Background: an optimization exercise with open tools, aiming at small area and a short achievable clock period. Do not read the settings as production practice.
RTL that was checked went through simulation tests only; none was proved equivalent to the original.

run 3:
==> flow/design.v <==
module fifo_sync #(
    parameter DATA_WIDTH = 8,
    parameter DEPTH = 32,
    localparam ADDR_WIDTH = $clog2(DEPTH)
)(
    input  wire                  clk,
    input  wire                  reset,
    input  wire                  write_en,
    input  wire                  read_en,
    input  wire [DATA_WIDTH-1:0] data_in,
    output wire [DATA_WIDTH-1:0] data_out,
    output wire                  empty,
    output wire                  full
);
    localparam W = DATA_WIDTH;
    localparam N = DEPTH - 1;
    reg  [W*N-1:0]        sh;
    reg  [ADDR_WIDTH-1:0] rd_sel;
    reg  [W-1:0]          data_out_reg;
    reg                   not_empty;
    reg                   full_reg;
    assign data_out = data_out_reg;
    assign empty    = ~not_empty;
    assign full     = full_reg;
    wire wr = write_en & ~full_reg;
    wire rd = read_en  & not_empty;
    wire [W*DEPTH-1:0] rd_arr;
    genvar j;
    generate
        for (j = 0; j < DEPTH; j = j + 1) begin : g_rd
            if (j == 0) begin : g_none
                assign rd_arr[W-1:0] = {W{1'b0}};
            end else begin : g_word
                assign rd_arr[W*j +: W] = sh[W*(DEPTH-1-j) +: W];
            end
        end
    endgenerate
    wire [W-1:0] rd_word = rd_arr[rd_sel*W +: W];
    wire n_is_1  = (rd_sel == DEPTH-1);
    wire n_is_30 = (rd_sel == 2);
    always @(posedge clk) begin
        if (wr)
            sh <= {sh[W*(N-1)-1:0], data_in};
    end
    always @(posedge clk or posedge reset) begin
        if (reset) begin
            rd_sel       <= {ADDR_WIDTH{1'b0}};
            data_out_reg <= {W{1'b0}};
            not_empty    <= 1'b0;
            full_reg     <= 1'b0;
        end else begin
            if (rd)
                data_out_reg <= rd_word;
            if (wr & ~rd) begin
                rd_sel    <= rd_sel - 1'b1;
                not_empty <= 1'b1;
                full_reg  <= n_is_30;
            end else if (rd & ~wr) begin
                rd_sel    <= rd_sel + 1'b1;
                not_empty <= ~n_is_1;
                full_reg  <= 1'b0;
            end
        end
    end
endmodule
export LEC_CHECK = 0
export CAP_MARGIN = 20
export CORE_MARGIN = 2
export CORE_UTILIZATION = 60
export CTS_CLUSTER_DIAMETER = 60
export CTS_CLUSTER_SIZE = 30
export SETUP_SLACK_MARGIN = 3.0
export SLEW_MARGIN = 20
create_clock -name core_clock -period 5.0 [get_ports {clk}]
run.sh (not shown) runs the stock make flow with config.mk's settings and CLKGATE_MAP_FILE= SYNTH_SCRIPT=/design/flow/synth_recipe.tcl, a recipe that flattens the netlist after the stock synthesis.
What run 2 does differently from run 3 at the input level:
==> flow/design.v <==
module fifo_sync #(
    parameter DATA_WIDTH = 8,
    parameter DEPTH = 32,
    localparam ADDR_WIDTH = $clog2(DEPTH)
)(
    input  wire                  clk,
    input  wire                  reset,
    input  wire                  write_en,
    input  wire                  read_en,
    input  wire [DATA_WIDTH-1:0] data_in,
    output wire [DATA_WIDTH-1:0] data_out,
    output wire                  empty,
    output wire                  full
);
    localparam W = DATA_WIDTH;
    localparam N = DEPTH - 1;
    reg  [W*N-1:0]        sh;
    reg  [W-1:0]          din_q;
    reg                   wr_q;
    reg  [ADDR_WIDTH-1:0] rd_sel;
    reg  [W-1:0]          data_out_reg;
    reg                   not_empty;
    reg                   full_reg;
    assign data_out = data_out_reg;
    assign empty    = ~not_empty;
    assign full     = full_reg;
    wire wr = write_en & ~full_reg;
    wire rd = read_en  & not_empty;
    wire [W*DEPTH-1:0] rd_arr;
    genvar j;
    generate
        for (j = 0; j < DEPTH; j = j + 1) begin : g_rd
            if (j == 0) begin : g_pend
                assign rd_arr[W-1:0] = din_q;
            end else begin : g_word
                assign rd_arr[W*j +: W] = sh[W*(DEPTH-1-j) +: W];
            end
        end
    endgenerate
    wire [W-1:0] rd_word = rd_arr[rd_sel*W +: W];
    wire [ADDR_WIDTH-1:0] sel_inc = rd_sel + 1'b1;
    wire [ADDR_WIDTH-1:0] sel_dec = rd_sel - 1'b1;
    wire [ADDR_WIDTH-1:0] sel_nrd = wr_q ? sel_dec : rd_sel;
    wire [ADDR_WIDTH-1:0] sel_rd  = wr_q ? rd_sel  : sel_inc;
    wire n_is_1  = wr_q ? (rd_sel == 0) : (rd_sel == DEPTH-1);
    wire n_is_30 = wr_q ? (rd_sel == 3) : (rd_sel == 2);
    always @(posedge clk) begin
        din_q <= data_in;
        if (wr_q)
            sh <= {sh[W*(N-1)-1:0], din_q};
    end
    always @(posedge clk or posedge reset) begin
        if (reset) begin
            wr_q         <= 1'b0;
            rd_sel       <= {ADDR_WIDTH{1'b0}};
            data_out_reg <= {W{1'b0}};
            not_empty    <= 1'b0;
            full_reg     <= 1'b0;
        end else begin
            wr_q   <= wr;
            rd_sel <= rd ? sel_rd : sel_nrd;
            if (rd)
                data_out_reg <= rd_word;
            if (wr & ~rd) begin
                not_empty <= 1'b1;
                full_reg  <= n_is_30;
            end else if (rd & ~wr) begin
                not_empty <= ~n_is_1;
                full_reg  <= 1'b0;
            end
        end
    end
endmodule
[summary]
Between run 2 and run 3, the multi-input gate share of total cell area is lower for run 3. sky130_fd_sc_hd__dfrtp_1 as the slowest cell on the critical path was reported by run 3, and sky130_fd_sc_hd__dfrtp_4 by run 2. Run 2: number of clock sinks higher than run 3. [compare] base=run 3 new=run 2: synthesized instance count lower, combined area of the multi-input logic cells picked up an extra about 4.5%, achievable clock frequency has decreased. Run 3 and run 2 ended up with roughly the same global-route wire length before repair. [compare] base=run 3 new=run 2: fraction of the yosys area taken by sequential cells now larger, post-route worst hold slack grew by 0.0052 ns.
For run 2, only the layout was checked, not whether the RTL still works.


Setup of the baseline:
fifo_sync, a different RTL version from the one above (not shown whole).
For scale: roughly 550 cells after synthesis, roughly 270 flip-flops, roughly 22 I/O pins.
==> module fifo_sync, before the edit <==
module fifo_sync #(
    parameter DATA_WIDTH = 8,
    parameter DEPTH = 32,
    localparam ADDR_WIDTH = $clog2(DEPTH)
)(
    input  wire                  clk,
    input  wire                  reset,
    input  wire                  write_en,
    input  wire                  read_en,
    input  wire [DATA_WIDTH-1:0] data_in,
    output wire [DATA_WIDTH-1:0] data_out,
    output wire                  empty,
    output wire                  full
);
    localparam W  = DATA_WIDTH;
    localparam N  = DEPTH - 1;
    localparam LO = 8;
    localparam HI = DEPTH / LO;
    reg  [W*N-1:0]  sh;
    reg  [LO-1:0]   cnt_lo;
    reg  [HI-1:0]   cnt_hi;
    reg  [W-1:0]    data_out_reg;
    reg             not_empty;
    reg             full_reg;
    assign data_out = data_out_reg;
    assign empty    = ~not_empty;
    assign full     = full_reg;
    wire wr = write_en & ~full_reg;
    wire rd = read_en  & not_empty;
    wire [N-1:0] rd_hot;
    genvar k;
    generate
        for (k = 1; k < DEPTH; k = k + 1) begin : g_hot
            assign rd_hot[k-1] = cnt_hi[k / LO] & cnt_lo[k % LO];
        end
    endgenerate
    wire [W-1:0] data_out_next;
    fifo_sync_rdmux #(.W(W), .N(N)) u_rdmux (.hot(rd_hot), .words(sh), .rd(rd),
                                             .q(data_out_reg), .d(data_out_next));
    wire n_is_1  = cnt_hi[0] & cnt_lo[1];
    wire n_is_30 = cnt_hi[30 / LO] & cnt_lo[30 % LO];
    wire grow   = wr & ~rd;
    wire shrink = rd & ~wr;
    wire [LO-1:0] lo_up = {cnt_lo[LO-2:0], cnt_lo[LO-1]};
    wire [LO-1:0] lo_dn = {cnt_lo[0], cnt_lo[LO-1:1]};
    wire [HI-1:0] hi_up = cnt_lo[LO-1] ? {cnt_hi[HI-2:0], cnt_hi[HI-1]} : cnt_hi;
    wire [HI-1:0] hi_dn = cnt_lo[0]    ? {cnt_hi[0], cnt_hi[HI-1:1]}    : cnt_hi;
    always @(posedge clk) begin
        if (wr)
            sh <= {sh[W*(N-1)-1:0], data_in};
    end
    always @(posedge clk or posedge reset) begin
        if (reset) begin
            cnt_lo       <= {{(LO-1){1'b0}}, 1'b1};
            cnt_hi       <= {{(HI-1){1'b0}}, 1'b1};
            data_out_reg <= {W{1'b0}};
            not_empty    <= 1'b0;
            full_reg     <= 1'b0;
        end else begin
            data_out_reg <= data_out_next;
            cnt_lo    <= grow ? lo_up : shrink ? lo_dn : cnt_lo;
            cnt_hi    <= grow ? hi_up : shrink ? hi_dn : cnt_hi;
            not_empty <= grow | (not_empty & ~(shrink & n_is_1));
            full_reg  <= (grow & n_is_30) | (full_reg & ~shrink);
        end
    end
endmodule
==> module fifo_sync_rdmux, before the edit <==
module fifo_sync_rdmux #(
    parameter W = 8,
    parameter N = 31
)(
    input  wire [N-1:0]   hot,
    input  wire [W*N-1:0] words,
    input  wire           rd,
    input  wire [W-1:0]   q,
    output wire [W-1:0]   d
);
    reg [W-1:0] y;
    integer i;
    always @* begin
        y = {W{1'b0}};
        for (i = 0; i < N; i = i + 1)
            y = y | (words[W*i +: W] & {W{hot[i]}});
    end
    assign d = rd ? y : q;
endmodule
Settings: LEC_CHECK=0, CAP_MARGIN=20, CORE_MARGIN=2, CORE_UTILIZATION=60, CTS_CLUSTER_DIAMETER=100, CTS_CLUSTER_SIZE=30, SETUP_SLACK_MARGIN=3.0, SLEW_MARGIN=20, SYNTH_HIERARCHICAL=1; clock period 5.0 ns.
standard.sh (not shown) runs the stock make flow with config.mk's settings and CLKGATE_MAP_FILE= SYNTH_SCRIPT=/design/flow/synth_recipe.tcl, a recipe that flattens the netlist after the stock synthesis.
==> flow/flow/run.sh <==
#!/bin/bash
# Standard layout, with the clock tree built without dummy loads.
bash standard.sh CTS_ARGS="-sink_clustering_enable -repair_clock_nets -dont_use_dummy_load -sink_clustering_size 30 -sink_clustering_max_diameter 100" MATCH_CELL_FOOTPRINT=0 finish > standard.log 2>&1
Input changes introduced in the candidate (baseline for comparison: the baseline):
--- a/flow/design.v
+++ b/flow/design.v
@@ -35,7 +35,6 @@
         end
     endgenerate
-    wire [W-1:0] data_out_next;
-    fifo_sync_rdmux #(.W(W), .N(N)) u_rdmux (.hot(rd_hot), .words(sh), .rd(rd),
-                                             .q(data_out_reg), .d(data_out_next));
+    wire [W-1:0] rd_word;
+    fifo_sync_andor #(.W(W), .N(N)) u_andor (.hot(rd_hot), .words(sh), .y(rd_word));
     wire n_is_1  = cnt_hi[0] & cnt_lo[1];
     wire n_is_30 = cnt_hi[30 / LO] & cnt_lo[30 % LO];
@@ -58,5 +57,6 @@
             full_reg     <= 1'b0;
         end else begin
-            data_out_reg <= data_out_next;
+            if (rd)
+                data_out_reg <= rd_word;
             cnt_lo    <= grow ? lo_up : shrink ? lo_dn : cnt_lo;
             cnt_hi    <= grow ? hi_up : shrink ? hi_dn : cnt_hi;
@@ -66,5 +66,5 @@
     end
 endmodule
-module fifo_sync_rdmux #(
+module fifo_sync_andor #(
     parameter W = 8,
     parameter N = 31
@@ -72,9 +72,6 @@
     input  wire [N-1:0]   hot,
     input  wire [W*N-1:0] words,
-    input  wire           rd,
-    input  wire [W-1:0]   q,
-    output wire [W-1:0]   d
+    output reg  [W-1:0]   y
 );
-    reg [W-1:0] y;
     integer i;
     always @* begin
@@ -83,4 +80,3 @@
             y = y | (words[W*i +: W] & {W{hot[i]}});
     end
-    assign d = rd ? y : q;
 endmodule
Results
Diff the baseline -> the candidate: count of cell instances traversed by the critical path shows an increase of 6, achievable clock frequency decreased by 3.8% relative to the old numbers, share of the cycle needed by the critical path after routing went up, global-route wire length before repair did not really move, total global-route track usage has increased. data_out_reg[0]$_DFFE_PP0P_ as the endpoint of the most critical setup path was reported by the candidate, and data_out[6] by the baseline. Looking at multi-input gate count, the candidate sits about 3.4% above the baseline.
The RTL of the candidate was laid out without a check of its function.

## separate check: timing with driven ports
In the flow no input, the clock included, has a driving cell. The finished layouts below were timed again as built, in two steps.
Step 1 (the two cells are an assumption about what drives the block):
set clk [get_ports {clk}]
set_driving_cell -lib_cell sky130_fd_sc_hd__clkbuf_16 $clk
set_driving_cell -lib_cell sky130_fd_sc_hd__buf_2 [delete_from_list [all_inputs] $clk]
Step 2, shift: input delay + t, output delay - t, t = (earliest + latest rising clock arrival at the registers) / 2. This alone moves slack from input paths to output paths.
Slacks: ideal ports / drivers / drivers and shift; pairs: ideal ports / drivers.
run	t, ns	slack for setup (ns)	clock arrival spread, ns	worst data-port slew with drivers (ns)
run 3	0.534	2.925 / 2.881 / 2.450	0.021 / 0.022	0.04
run 2	0.542	2.878 / 2.832 / 2.480	0.017 / 0.017	0.03
the baseline	0.511	2.952 / 2.910 / 2.593	0.024 / 0.024	0.05
the candidate	0.508	2.872 / 2.872 / 2.646	0.041 / 0.041	0.05
After both steps setup and hold are still met in every run listed. For run 3, which loses most, drivers alone change the setup slack by -0.044 ns; drivers and shift together by -0.475 ns.
